From an optimization exercise on the open Yosys and OpenROAD flow, aimed at small area and a short achievable clock period; shortcuts taken in it are not production practice. Function was checked by simulation only, so behaviour that the tests miss may differ from the original. Power and IR drop assume default switching activity.

===== design.v =====
`timescale 1ns / 1ps
module alu_top (
    input  logic        clk,
    input  logic [31:0] op1,
    input  logic [31:0] op2,
    input  logic [3:0]  alu_ctrl,
    output logic [31:0] alu_result,
    output logic        zero
    );
logic [31:0] op1_q;
logic [31:0] op2_q;
logic [3:0]  alu_ctrl_q;
logic [31:0] result_d;
logic        zero_d;
always_ff @(posedge clk)
begin
    op1_q      <= op1;
    op2_q      <= op2;
    alu_ctrl_q <= alu_ctrl;
    alu_result <= result_d;
    zero       <= zero_d;
end
alu computation (
    .op1(op1_q),
    .op2(op2_q),
    .alu_ctrl(alu_ctrl_q),
    .alu_result(result_d),
    .zero(zero_d)
    );
endmodule

`timescale 1ns / 1ps
module alu (
    input  logic [31:0] op1,
    input  logic [31:0] op2,
    input  logic [3:0]  alu_ctrl,
    output logic [31:0] alu_result,
    output logic        zero
    );
logic c3, c2, c1, c0;
assign {c3, c2, c1, c0} = alu_ctrl;
logic       big;
logic [4:0] sh;
assign big = |op2[31:5];
assign sh  = op2[4:0] | {5{big}};
logic sel_add, sel_lt, sel_xor, sel_or, sel_and, sel_sr, sel_sll;
assign sel_add = ~c2 & ~c1 & ~c0;                        
assign sel_sll = ~c3 & ~c2 & ~c1 &  c0 & ~big;           
assign sel_lt  = ~c3 & ~c2 &  c1;                        
assign sel_xor = ~c3 &  c2 & ~c1 & ~c0;                  
assign sel_sr  =        c2 & ~c1 &  c0 & (c3 | ~big);    
assign sel_or  = ~c3 &  c2 &  c1 & ~c0;                  
assign sel_and = ~c3 &  c2 &  c1 &  c0;                  
logic        sub;
logic [31:0] bx, p, g;
assign sub = c3 | (c1 & ~c2);                             
assign bx  = op2 ^ {32{sub}};
assign p   = op1 ^ bx;
assign g   = op1 & bx;
logic [31:0] cin_v, sum;
logic        cout;
logic g0c;
assign g0c = g[0] | (p[0] & sub);
logic G1_1, P1_1;
assign G1_1 = g[1] | (p[1] & g0c);
assign P1_1 = p[1] & p[0];
logic G1_3, P1_3;
assign G1_3 = g[3] | (p[3] & g[2]);
assign P1_3 = p[3] & p[2];
logic G1_5, P1_5;
assign G1_5 = g[5] | (p[5] & g[4]);
assign P1_5 = p[5] & p[4];
logic G1_7, P1_7;
assign G1_7 = g[7] | (p[7] & g[6]);
assign P1_7 = p[7] & p[6];
logic G1_9, P1_9;
assign G1_9 = g[9] | (p[9] & g[8]);
assign P1_9 = p[9] & p[8];
logic G1_11, P1_11;
assign G1_11 = g[11] | (p[11] & g[10]);
assign P1_11 = p[11] & p[10];
logic G1_13, P1_13;
assign G1_13 = g[13] | (p[13] & g[12]);
assign P1_13 = p[13] & p[12];
logic G1_15, P1_15;
assign G1_15 = g[15] | (p[15] & g[14]);
assign P1_15 = p[15] & p[14];
logic G1_17, P1_17;
assign G1_17 = g[17] | (p[17] & g[16]);
assign P1_17 = p[17] & p[16];
logic G1_19, P1_19;
assign G1_19 = g[19] | (p[19] & g[18]);
assign P1_19 = p[19] & p[18];
logic G1_21, P1_21;
assign G1_21 = g[21] | (p[21] & g[20]);
assign P1_21 = p[21] & p[20];
logic G1_23, P1_23;
assign G1_23 = g[23] | (p[23] & g[22]);
assign P1_23 = p[23] & p[22];
logic G1_25, P1_25;
assign G1_25 = g[25] | (p[25] & g[24]);
assign P1_25 = p[25] & p[24];
logic G1_27, P1_27;
assign G1_27 = g[27] | (p[27] & g[26]);
assign P1_27 = p[27] & p[26];
logic G1_29, P1_29;
assign G1_29 = g[29] | (p[29] & g[28]);
assign P1_29 = p[29] & p[28];
logic G1_31, P1_31;
assign G1_31 = g[31] | (p[31] & g[30]);
assign P1_31 = p[31] & p[30];
logic G2_2, P2_2;
assign G2_2 = g[2] | (p[2] & G1_1);
assign P2_2 = p[2] & P1_1;
logic G2_3, P2_3;
assign G2_3 = G1_3 | (P1_3 & G1_1);
assign P2_3 = P1_3 & P1_1;
logic G2_6, P2_6;
assign G2_6 = g[6] | (p[6] & G1_5);
assign P2_6 = p[6] & P1_5;
logic G2_7, P2_7;
assign G2_7 = G1_7 | (P1_7 & G1_5);
assign P2_7 = P1_7 & P1_5;
logic G2_10, P2_10;
assign G2_10 = g[10] | (p[10] & G1_9);
assign P2_10 = p[10] & P1_9;
logic G2_11, P2_11;
assign G2_11 = G1_11 | (P1_11 & G1_9);
assign P2_11 = P1_11 & P1_9;
logic G2_14, P2_14;
assign G2_14 = g[14] | (p[14] & G1_13);
assign P2_14 = p[14] & P1_13;
logic G2_15, P2_15;
assign G2_15 = G1_15 | (P1_15 & G1_13);
assign P2_15 = P1_15 & P1_13;
logic G2_18, P2_18;
assign G2_18 = g[18] | (p[18] & G1_17);
assign P2_18 = p[18] & P1_17;
logic G2_19, P2_19;
assign G2_19 = G1_19 | (P1_19 & G1_17);
assign P2_19 = P1_19 & P1_17;
logic G2_22, P2_22;
assign G2_22 = g[22] | (p[22] & G1_21);
assign P2_22 = p[22] & P1_21;
logic G2_23, P2_23;
assign G2_23 = G1_23 | (P1_23 & G1_21);
assign P2_23 = P1_23 & P1_21;
logic G2_26, P2_26;
assign G2_26 = g[26] | (p[26] & G1_25);
assign P2_26 = p[26] & P1_25;
logic G2_27, P2_27;
assign G2_27 = G1_27 | (P1_27 & G1_25);
assign P2_27 = P1_27 & P1_25;
logic G2_30, P2_30;
assign G2_30 = g[30] | (p[30] & G1_29);
assign P2_30 = p[30] & P1_29;
logic G2_31, P2_31;
assign G2_31 = G1_31 | (P1_31 & G1_29);
assign P2_31 = P1_31 & P1_29;
logic G3_4, P3_4;
assign G3_4 = g[4] | (p[4] & G2_3);
assign P3_4 = p[4] & P2_3;
logic G3_5, P3_5;
assign G3_5 = G1_5 | (P1_5 & G2_3);
assign P3_5 = P1_5 & P2_3;
logic G3_6, P3_6;
assign G3_6 = G2_6 | (P2_6 & G2_3);
assign P3_6 = P2_6 & P2_3;
logic G3_7, P3_7;
assign G3_7 = G2_7 | (P2_7 & G2_3);
assign P3_7 = P2_7 & P2_3;
logic G3_12, P3_12;
assign G3_12 = g[12] | (p[12] & G2_11);
assign P3_12 = p[12] & P2_11;
logic G3_13, P3_13;
assign G3_13 = G1_13 | (P1_13 & G2_11);
assign P3_13 = P1_13 & P2_11;
logic G3_14, P3_14;
assign G3_14 = G2_14 | (P2_14 & G2_11);
assign P3_14 = P2_14 & P2_11;
logic G3_15, P3_15;
assign G3_15 = G2_15 | (P2_15 & G2_11);
assign P3_15 = P2_15 & P2_11;
logic G3_20, P3_20;
assign G3_20 = g[20] | (p[20] & G2_19);
assign P3_20 = p[20] & P2_19;
logic G3_21, P3_21;
assign G3_21 = G1_21 | (P1_21 & G2_19);
assign P3_21 = P1_21 & P2_19;
logic G3_22, P3_22;
assign G3_22 = G2_22 | (P2_22 & G2_19);
assign P3_22 = P2_22 & P2_19;
logic G3_23, P3_23;
assign G3_23 = G2_23 | (P2_23 & G2_19);
assign P3_23 = P2_23 & P2_19;
logic G3_28, P3_28;
assign G3_28 = g[28] | (p[28] & G2_27);
assign P3_28 = p[28] & P2_27;
logic G3_29, P3_29;
assign G3_29 = G1_29 | (P1_29 & G2_27);
assign P3_29 = P1_29 & P2_27;
logic G3_30, P3_30;
assign G3_30 = G2_30 | (P2_30 & G2_27);
assign P3_30 = P2_30 & P2_27;
logic G3_31, P3_31;
assign G3_31 = G2_31 | (P2_31 & G2_27);
assign P3_31 = P2_31 & P2_27;
logic G4_8, P4_8;
assign G4_8 = g[8] | (p[8] & G3_7);
assign P4_8 = p[8] & P3_7;
logic G4_9, P4_9;
assign G4_9 = G1_9 | (P1_9 & G3_7);
assign P4_9 = P1_9 & P3_7;
logic G4_10, P4_10;
assign G4_10 = G2_10 | (P2_10 & G3_7);
assign P4_10 = P2_10 & P3_7;
logic G4_11, P4_11;
assign G4_11 = G2_11 | (P2_11 & G3_7);
assign P4_11 = P2_11 & P3_7;
logic G4_12, P4_12;
assign G4_12 = G3_12 | (P3_12 & G3_7);
assign P4_12 = P3_12 & P3_7;
logic G4_13, P4_13;
assign G4_13 = G3_13 | (P3_13 & G3_7);
assign P4_13 = P3_13 & P3_7;
logic G4_14, P4_14;
assign G4_14 = G3_14 | (P3_14 & G3_7);
assign P4_14 = P3_14 & P3_7;
logic G4_15, P4_15;
assign G4_15 = G3_15 | (P3_15 & G3_7);
assign P4_15 = P3_15 & P3_7;
logic G4_24, P4_24;
assign G4_24 = g[24] | (p[24] & G3_23);
assign P4_24 = p[24] & P3_23;
logic G4_25, P4_25;
assign G4_25 = G1_25 | (P1_25 & G3_23);
assign P4_25 = P1_25 & P3_23;
logic G4_26, P4_26;
assign G4_26 = G2_26 | (P2_26 & G3_23);
assign P4_26 = P2_26 & P3_23;
logic G4_27, P4_27;
assign G4_27 = G2_27 | (P2_27 & G3_23);
assign P4_27 = P2_27 & P3_23;
logic G4_28, P4_28;
assign G4_28 = G3_28 | (P3_28 & G3_23);
assign P4_28 = P3_28 & P3_23;
logic G4_29, P4_29;
assign G4_29 = G3_29 | (P3_29 & G3_23);
assign P4_29 = P3_29 & P3_23;
logic G4_30, P4_30;
assign G4_30 = G3_30 | (P3_30 & G3_23);
assign P4_30 = P3_30 & P3_23;
logic G4_31, P4_31;
assign G4_31 = G3_31 | (P3_31 & G3_23);
assign P4_31 = P3_31 & P3_23;
logic G5_16, P5_16;
assign G5_16 = g[16] | (p[16] & G4_15);
assign P5_16 = p[16] & P4_15;
logic G5_17, P5_17;
assign G5_17 = G1_17 | (P1_17 & G4_15);
assign P5_17 = P1_17 & P4_15;
logic G5_18, P5_18;
assign G5_18 = G2_18 | (P2_18 & G4_15);
assign P5_18 = P2_18 & P4_15;
logic G5_19, P5_19;
assign G5_19 = G2_19 | (P2_19 & G4_15);
assign P5_19 = P2_19 & P4_15;
logic G5_20, P5_20;
assign G5_20 = G3_20 | (P3_20 & G4_15);
assign P5_20 = P3_20 & P4_15;
logic G5_21, P5_21;
assign G5_21 = G3_21 | (P3_21 & G4_15);
assign P5_21 = P3_21 & P4_15;
logic G5_22, P5_22;
assign G5_22 = G3_22 | (P3_22 & G4_15);
assign P5_22 = P3_22 & P4_15;
logic G5_23, P5_23;
assign G5_23 = G3_23 | (P3_23 & G4_15);
assign P5_23 = P3_23 & P4_15;
logic G5_24, P5_24;
assign G5_24 = G4_24 | (P4_24 & G4_15);
assign P5_24 = P4_24 & P4_15;
logic G5_25, P5_25;
assign G5_25 = G4_25 | (P4_25 & G4_15);
assign P5_25 = P4_25 & P4_15;
logic G5_26, P5_26;
assign G5_26 = G4_26 | (P4_26 & G4_15);
assign P5_26 = P4_26 & P4_15;
logic G5_27, P5_27;
assign G5_27 = G4_27 | (P4_27 & G4_15);
assign P5_27 = P4_27 & P4_15;
logic G5_28, P5_28;
assign G5_28 = G4_28 | (P4_28 & G4_15);
assign P5_28 = P4_28 & P4_15;
logic G5_29, P5_29;
assign G5_29 = G4_29 | (P4_29 & G4_15);
assign P5_29 = P4_29 & P4_15;
logic G5_30, P5_30;
assign G5_30 = G4_30 | (P4_30 & G4_15);
assign P5_30 = P4_30 & P4_15;
logic G5_31, P5_31;
assign G5_31 = G4_31 | (P4_31 & G4_15);
assign P5_31 = P4_31 & P4_15;
assign cin_v = {G5_30, G5_29, G5_28, G5_27, G5_26, G5_25, G5_24, G5_23, G5_22, G5_21, G5_20, G5_19, G5_18, G5_17, G5_16, G4_15, G4_14, G4_13, G4_12, G4_11, G4_10, G4_9, G4_8, G3_7, G3_6, G3_5, G3_4, G2_3, G2_2, G1_1, g0c, sub};
assign sum   = p ^ cin_v;
assign cout  = G5_31;
logic lt;
assign lt = ~cout ^ (~c0 & (op1[31] ^ op2[31]));
logic [31:0] a_rev, x, r, r_rev;
logic        fill;
for (genvar k = 0; k < 32; k++) begin : rv
    assign a_rev[k] = op1[31-k];
    assign r_rev[k] = r[31-k];
end
assign x    = c2 ? op1 : a_rev;                           
assign fill = c3 & op1[31];                               
always_comb begin
    r = x;
    if (sh[0]) r = {{1{fill}},  r[31:1]};
    if (sh[1]) r = {{2{fill}},  r[31:2]};
    if (sh[2]) r = {{4{fill}},  r[31:4]};
    if (sh[3]) r = {{8{fill}},  r[31:8]};
    if (sh[4]) r = {{16{fill}}, r[31:16]};
end
logic [31:0] res_other;
assign res_other  = ({32{sel_xor}} & p)
                  | ({32{sel_or}}  & (op1 | op2))
                  | ({32{sel_and}} & (op1 & op2))
                  | ({32{sel_sr}}  & r)
                  | ({32{sel_sll}} & r_rev);
assign alu_result = ({32{sel_add}} & sum) | res_other | {31'b0, sel_lt & lt};
assign zero = ~|alu_result;
endmodule

===== flow/run.sh =====
#!/bin/bash
# Own layout flow: the standard ORFS flow (standard.sh) with two changes:
#  - ADDER_MAP_FILE empty: Yosys does not extract half/full adder cells before ABC,
#    so ABC maps the adder logic itself (smaller and faster here);
#  - port buffers are sky130_fd_sc_hd__buf_1 instead of ORFS's default choice.
# Every port still gets its buffer; synthesis, registers, clock and constraints
# are otherwise the standard flow's own.
set -euo pipefail
export ADDER_MAP_FILE=
export BUFFER_PORTS_ARGS="-buffer_cell sky130_fd_sc_hd__buf_1"
bash standard.sh > standard.log 2>&1

===== standard.sh =====
#!/bin/bash
# synth_recipe.tcl (not shown) runs the flow's synth.tcl, then flattens the netlist and writes it again
# the make line also repeats each setting of config.mk as NAME=value (left out here)
make -C /OpenROAD-flow-scripts/flow DESIGN_CONFIG=/design/flow/config.mk WORK_HOME=/design/flow/orfs CLKGATE_MAP_FILE= SYNTH_SCRIPT=/design/flow/synth_recipe.tcl "${@:-finish}"

===== config.mk =====
export PLATFORM = sky130hd
export DESIGN_NAME = alu_top
export DESIGN_NICKNAME = alu_top
export VERILOG_FILES = /design/flow/design.v
export SDC_FILE = /design/flow/constraint.sdc
export NUM_CORES = 4
export LEC_CHECK = 0
export ABC_AREA = 1
export CAP_MARGIN = 20
export CORE_MARGIN = 2
export CORE_UTILIZATION = 40
export PLACE_DENSITY = 0.6
export SETUP_SLACK_MARGIN = 4
export SLEW_MARGIN = 20

===== constraint.sdc =====
create_clock -name core_clock -period 7.0 [get_ports {clk}]
set_input_delay 1.4000 -clock core_clock [delete_from_list [all_inputs] [get_ports {clk}]]
set_output_delay 1.4000 -clock core_clock [all_outputs]
set_load 0.01 [all_outputs]

==> results.ini, run 1 <==
[detailed_routing]
routed_via_density=5.81
first_pass_iters=8
drcViolationCount=0
ant_nets=0
wl_per_cell_um=20.1
routed_wl_mm=39.6
drt_iter0_markers=1516
vias=11400

[synthesis]
synth_cell_types=39
syn_inst=1546
synth.yosys.seq_area_share_pct=24.0
synth.ff_latch_count=101
synth_flop_cell=dfxtp_1
yosysTopAreaCell=dfxtp_1
syn_nets=1615
netlist_top_cells_area=dfxtp_1 24%, nand2_1 23%, nand3_1 22%, inv_1 7.7%, o21ai_0 4.6%
yosys_warnings=2
synth_edf_count=0
avgSynthCellArea_um2=5.45
async_reset_ff_share_pct=0
synth_area_um2=8430
synth_top_area_share_pct=24.0

[cells_and_area]
design_area_um2=11200
drive_above_1_share_pct=20.8
num-nets-final=1759
fillCellCount=2162
syn_to_final_growth_pct=33.4
n_antenna_cell=0

[timing]
final-hold-violation-count=0
fin_crit_ns=3.01
drv_slew=0
fin_hold_ws_ns=0.750
max_freq_mhz=332
fin_crit_sh_pct=43.1
timing.slew.headroom_pct=43.7
clock_skew_ns=0.00909
tightest_slew_ns=0.843
setup_viol=0
fin_setup_tns_ns=0
rsz0062_at_grt=yes

[clock_tree]
insertion_delay_ns=0.36
cts_made_buffers=9
clk_pin_slew_worst_paths_ns=0.08
root_buffer=clkbuf_16
cts.sinks=101
ctsHoldBuffers=0
cts.path.max_buffers=2
htree_levels=3
cts_tree=done

[status]
status=finished clean

[floorplan]
die_w_um=149
die_y_um=149
io_pins=102
die_area_um2=22300
core_um2=20800
std_cell_rows=53
initial_utilization_pct=40.5

[global_routing]
grt_max_degree=50
grt_pass1_vias=9889
antenna_found_initial=0
grt_pass1_wl_mm=56.3
grt_usage_pct=33.5
global_route.overflow_total=0

[run]
cap_violations=0

[power_and_ir_drop]
peakVddDrop_mv=0.159
power.density_nw_per_um2=160
total_power_mw=1.79
leakagePower_nw=5.33

[setup_path]
crit_type=flop to flop
critPathArrivalTime_ns=3.31
path_max_fanout=11
cp.required_ns=7.30
crit_path_start_kind=flop
cp-end-kind=flop

[worst_hold_path]
worstHoldPathType=flop to flop

[place]
post_dp_cell_area_um2=8960
gp_congestion=1.03
port_buffers=101
dpl.hpwl_mm=27.0

==> synthesized netlist by cell type (2+ instances only) <==
cell type	instances
nand2_1	507
nand3_1	367
inv_1	173
dfxtp_1	101
nor2_1	98
o21ai_0	77
a21oi_1	51
clkbuf_1	51
o22ai_1	24
inv_2	10
nand4_1	10
buf_2	9
nand2_2	9
nor3_1	7
buf_6	5
xor2_1	5
nand3b_1	4
o211ai_1	4
nor2_2	3
xnor2_1	3
a2111oi_0	2
a21boi_0	2
and2_1	2
buf_1	2
clkinv_1	2
nor3_2	2
o21a_1	2
o221ai_1	2
xor2_2	2
==> cell usage in the layout (no fill, tap or decap), drive strengths merged, types with 3 or more instances in the layout <==
| master | netlist | final |
|---|---|---|
| o21ai | 78 | 78 |
| clkinvlp | 0 | 6 |
| o22ai | 24 | 24 |
| clkbuf | 51 | 13 |
| nand3b | 4 | 4 |
| buf | 17 | 183 |
| nor3 | 10 | 10 |
| a21oi | 51 | 51 |
| o211ai | 4 | 4 |
| nand4 | 10 | 10 |
| clkinv | 2 | 6 |
| xor2 | 7 | 7 |
| nand2 | 516 | 521 |
| xnor2 | 3 | 3 |
| inv | 183 | 183 |
| nor2 | 101 | 101 |
| nand3 | 368 | 372 |
| dfxtp | 101 | 101 |
==> per-layer routing <==
| layer | track usage (%) | routed length [um] | part of all wire [%] | up-vias |
|---|---|---|---|---|
| li1 | - | - | - | 5348 |
| met1 | 45.3 | 16000 | 40 | 5203 |
| met2 | 50.5 | 16800 | 42 | 749 |
| met3 | 5.87 | 4340 | 11 | 139 |
| met4 | 18.2 | 2570 | 6.5 | 0 |
| met5 | 0 | 0 | 0 | - |
==> worst paths after layout <==
path	startpoint	end	slack, ns	cells after the start
setup / recovery	op2_q[26]	zero	3.99	21
setup reg to reg	op2_q[26]	zero	3.99	21
hold / removal	op2_q[8]	alu_result[8]	0.75	4
hold reg to reg	op2_q[8]	alu_result[8]	0.75	4
==> flip-flops by register name, summed over array words and instances (netlist names) <==
signal	flops
alu_result	32
op1_q	32
op2_q	32
alu_ctrl_q	4
zero	1
==> report_power, final <==
group          internal, mW  total [mW]  leakage, nW  switching [mW]
logic                 0.194       0.590         4.32           0.395
registers             0.614       0.659        0.849          0.0454
clock network         0.289       0.546        0.158           0.256
total                  1.10        1.79         5.33           0.697
==> stage by stage <==
| step | instances | utilization [%] | worst slack [ns] |
|---|---|---|---|
| final | 1970 | 54.0 | 3.99 |
| after global placement | 1865 | 43.0 | 2.60 |
| after global routing | 1970 | 54.0 | 3.89 |
| after CTS | 1911 | 47.6 | 4.00 |
| after floorplan | 1546 | - | 4.51 |
| after detailed placement | 1865 | 43.0 | 2.48 |
==> worst max-delay path: stages (launching register included) <==
cell and delay [ns]:
dfxtp_2 0.35, nor2_2 0.12, nand2_1 0.11, nor2_2 0.11, nand2_2 0.11, nor2_4 0.24, buf_6 0.16, buf_12 0.12
nand3_1 0.11, nand2_1 0.12, nand2_1 0.07, nand2_1 0.08, nand2_1 0.09, nand3_1 0.18, nand3_2 0.15, nand3_2 0.11
nand4_1 0.12, nor2_1 0.15, nand2_1 0.10, nor2_2 0.14, nand2_2 0.07, nor2_1 0.11
==> area by class of cell <==
cell class	count	area (um^2)	area share [%]
inverters	185	757	6.73
repair buffers	188	1270	11.3
multi-input cells	1201	6440	57.3
repair inverters	4	33.8	0.300
flip-flops and latches	101	2070	18.4
clock inverters	7	100	0.890
well taps	275	344	3.06
clock buffers	9	225	2.00
==> kinds of logic after synthesis <==
group                      synth area share [%]
adders and majority gates                 0.119
buffers and inverters                      11.9
AOI/OAI and AO/OA                          10.8
DFF                                        24.0
and+or+nand+nor                            52.0
xor gates and xnor gates                   1.22
==> repair_timing <==
item | CTS | global route
buffers inserted | 21 | 49
gates resized for setup | 86 | 225
gates cloned | 9 | 10
hold endpoints to repair | 0 | 0
setup endpoints to repair | 33 | 1
pin swaps | 11 | 64
==> inputs of run 2 (changes only) <==
==> run.sh (new file) <==
#!/bin/bash
# synth_recipe.tcl (not shown) runs the flow's synth.tcl, then flattens the netlist and writes it again
# the make line also repeats each setting of config.mk as NAME=value (left out here)
make -C /OpenROAD-flow-scripts/flow DESIGN_CONFIG=/design/flow/config.mk WORK_HOME=/design/flow/orfs CLKGATE_MAP_FILE= SYNTH_SCRIPT=/design/flow/synth_recipe.tcl finish
removed: flow/run.sh
removed: standard.sh
==> run 2 against run 1 <==
Still clean. Setup slack got worse by 0.51 ns. Global-route usage fell by 4.4 points. Clock-buffer cell count did not move. Synthesized cell count fell by 16%. Sequential share of layout area rose by 0.99 points. Sequential power barely moved. Routed wire length fell by 18%. Critical path depth fell by 1. Clock skew rose by 0.0041 ns. Cell count fell by 15%. Maximum frequency fell by 15%. Worst hold slack got worse by 0.027 ns. Largest power group unchanged.
==> results.ini, run 2 <==
[power_and_ir_drop]
p_comb_share_pct=34.1
power.density_nw_per_um2=174
internal_power_mw=1.14
p_sw_mw=0.676
p_sw_share_pct=37.2
peakVddDrop_mv=0.156
clkPwrFrac_pct=29.6
power_frac_seq_pct=36.3
leakagePower_nw=4.74

[timing]
fin_crit_ns=3.53
drv_slew=0
final-hold-violation-count=0
tightest_slew_ns=0.989
fin_crit_sh_pct=50.4
timing.slew.headroom_pct=34.0
setup_viol=0
setup_slack_ns=3.47
fin_setup_tns_ns=0
clock_skew_ns=0.0132
max_freq_mhz=284
rsz0062_at_grt=yes

[setup_path]
crit_path_start_kind=flop
startpoint=alu_ctrl_q[2]
r2r_slack_ns=3.47
r2r-start=alu_ctrl_q[2]
crit_type=flop to flop
critPathArrivalTime_ns=3.83
cp.required_ns=7.30
cp-end-kind=flop
path_max_fanout=6

[cells_and_area]
stdcell_count=1683
largestRegisters=alu_result: 32 flops, op1_q: 32 flops, op2_q: 32 flops
num-nets-final=1522
layout_commonest_cell=nand3_1
drive_above_1_share_pct=12.7
final_cell_mix=322 x nand3_1, 318 x nand2_1, 117 x inv_1, 101 x clkdlybuf4s50_1, 98 x dfxtp_1
syn_to_final_growth_pct=31.0
fillCellCount=2001
n_antenna_cell=0

[clock_tree]
ctsHoldBuffers=0
clk_pin_slew_worst_paths_ns=0.08
cts_tree=done
root_buffer=clkbuf_16
insertion_delay_ns=0.37
cts.sinks=101
cts_made_buffers=9
htree_levels=3
cts.path.max_buffers=2

[synthesis]
synth.most_common_cell=nand2_1
synth_area_um2=7980
synth_cell_types=42
yosysTopAreaCell=dfxtp_1
synth.ff_latch_count=101
synth.yosys.seq_area_share_pct=25.3
synth_flop_cell=dfxtp_1
synth_edf_count=0
synth_top_area_share_pct=25.3
async_reset_ff_share_pct=0
avgSynthCellArea_um2=6.15
yosys_warnings=2
yosys-top-cells-count=335 x nand2_1, 333 x nand3_1, 124 x inv_1, 101 x dfxtp_1, 88 x nor2_1
netlist_top_cells_area=dfxtp_1 25%, nand3_1 21%, nand2_1 16%, inv_1 5.8%, ha_1 5.5%
syn_inst=1297
syn_nets=1406

[detailed_routing]
routed_wl_mm=32.3
wl_per_cell_um=19.2
drcViolationCount=0
vias=9462
drt_iter0_markers=1104
first_pass_iters=6
ant_nets=0
routed_via_density=5.62

[floorplan]
die_area_um2=21100
io_pins=102
die_y_um=145
die_w_um=145
core_um2=19500
initial_utilization_pct=40.9
std_cell_rows=51

[worst_hold_path]
min_from=op2_q[8]
worstHoldPathType=flop to flop

[run]
cap_violations=0

[status]
status=finished clean

[place]
dpl.cell_count=1613
gp_congestion=1.01
port_buffers=101
place_ws_ns=2.32
dpl.hpwl_mm=23.1

[global_routing]
grtUsageMet1_pct=39.0
grt_usage_pct=29.0
grt-busiest-layer=met2
grt_pass1_vias=8426
grt_pass1_wl_mm=47.7
antenna_found_initial=2
global_route.overflow_total=0
grt_use_met2_pct=43.4
grt_max_degree=37
use_met3_pct=7.39

-- run 2: changes by cell type after synthesis, moves of 10 or more --
cell      previous run  this run
nand2_1            507       335
inv_1              173       124
ha_1                 0        35
nand3_1            367       333
xor2_1               5        33
clkbuf_1            51        27
o22ai_1             24         1
a21oi_1             51        31
nor2_1              98        88
-- run 2: path summary, 6_finish.rpt --
path              endpoint  cells after the start
max                   zero                     20
min          alu_result[8]                      2
max reg2reg           zero                     20
min reg2reg  alu_result[8]                      2
-- run 2: kinds of logic (layout without fill, tap and decap cells) --
family / count (synthesis) / in the layout / synth area share [%]
buffers and inverters: 189 / 305 / 9.80
adder cells (fa/ha/maj): 40 / 40 / 6.74
AO/OA/AOI/OAI: 138 / 139 / 10.2
XOR/XNOR: 36 / 36 / 3.95
flip-flops: 101 / 101 / 25.3
AND/OR/NAND/NOR: 793 / 797 / 44.0
-- run 2: per-stage QoR --
step           area [um^2]  utilization (%)  power, mW  hold slack (ns)
4_1_cts              10000             51.2       1.75            0.708
3_3_place_gp          9160             46.9       1.16            0.682
5_1_grt              10500             53.5       1.90            0.721
2_1_floorplan         8060                -      0.983            0.546
6_report             10500             53.5       1.82            0.723
3_5_place_dp          9160             46.9       1.16            0.693
-- run 2: layout make-up --
class / count / area [um^2] / share of cell area (%)
inverter: 130 / 533 / 5.10
timing repair inverter: 2 / 15.0 / 0.144
sequential: 101 / 2030 / 19.4
multi-input combinational: 1012 / 5680 / 54.3
tap: 265 / 332 / 3.17
clock buffer: 9 / 225 / 2.15
clock inverter: 7 / 86.3 / 0.826
timing repair buffer: 157 / 1560 / 14.9
-- run 2: power groups by stage --
stage	Sequential (mW)	Combinational [mW]	Clock, mW
after floorplan	0.664	0.319	0
after global placement	0.672	0.488	0
after detailed placement	0.671	0.491	0
after CTS	0.657	0.547	0.542
after global routing	0.663	0.675	0.565
final	0.659	0.619	0.538
-- run 2: metal layers --
layer	wire length, um	vias up
met3	3360	78
met4	1560	2
met5	13	-
met1	13500	4312
met2	13900	514
li1	-	4556
-- run 2: critical path, cell delays in order (launching register included) --
cell      delay (ns)
dfxtp_4         0.36
buf_12          0.12
o21ai_4         0.15
buf_12          0.15
buf_8           0.14
xor2_1          0.07
ha_1            0.37
nand2_1         0.13
o21ai_1         0.31
a21oi_4         0.10
nand2_4         0.11
inv_2           0.04
fa_2            0.33
or2_4           0.23
a311oi_2        0.26
nand3_1         0.12
nor2_1          0.13
nand3_1         0.08
nor2_1          0.09
nand2_1         0.05
nor2_1          0.09
-- run 2: what timing repair did --
| action | 4_1_cts | 5_1_grt |
|---|---|---|
| pin swaps | 22 | 26 |
| setup endpoints to repair | 33 | 33 |
| gates cloned | 6 | 2 |
| setup buffers | 30 | 16 |
| gates resized for setup | 56 | 73 |
| hold endpoints to repair | 0 | 0 |

==> port drivers added, routing unchanged <==
The results above use ideal ports. As a check the final layouts listed here were re-extracted and re-timed, cells and wires unchanged. Step 1 (the two cells are an assumption about what drives the block):
set clk [get_ports {clk}]
set_driving_cell -lib_cell sky130_fd_sc_hd__clkbuf_16 $clk
set_driving_cell -lib_cell sky130_fd_sc_hd__buf_2 [delete_from_list [all_inputs] $clk]
Step 2 also shifts input and output timing later by t, the mid clock arrival at the registers, as if the neighbouring blocks saw the same clock. a / b / c = ideal / step 1 / step 2; a / b = the first two.
run	t, ns	setup slack, ns	hold WS [ns]	clock arrival spread, ns
run 1	0.408	3.987 / 3.987 / 3.987	0.750 / 0.750 / 0.750	0.010 / 0.010
run 2	0.407	3.473 / 3.473 / 3.473	0.723 / 0.723 / 0.723	0.013 / 0.014
After both steps every run listed still meets setup and hold.
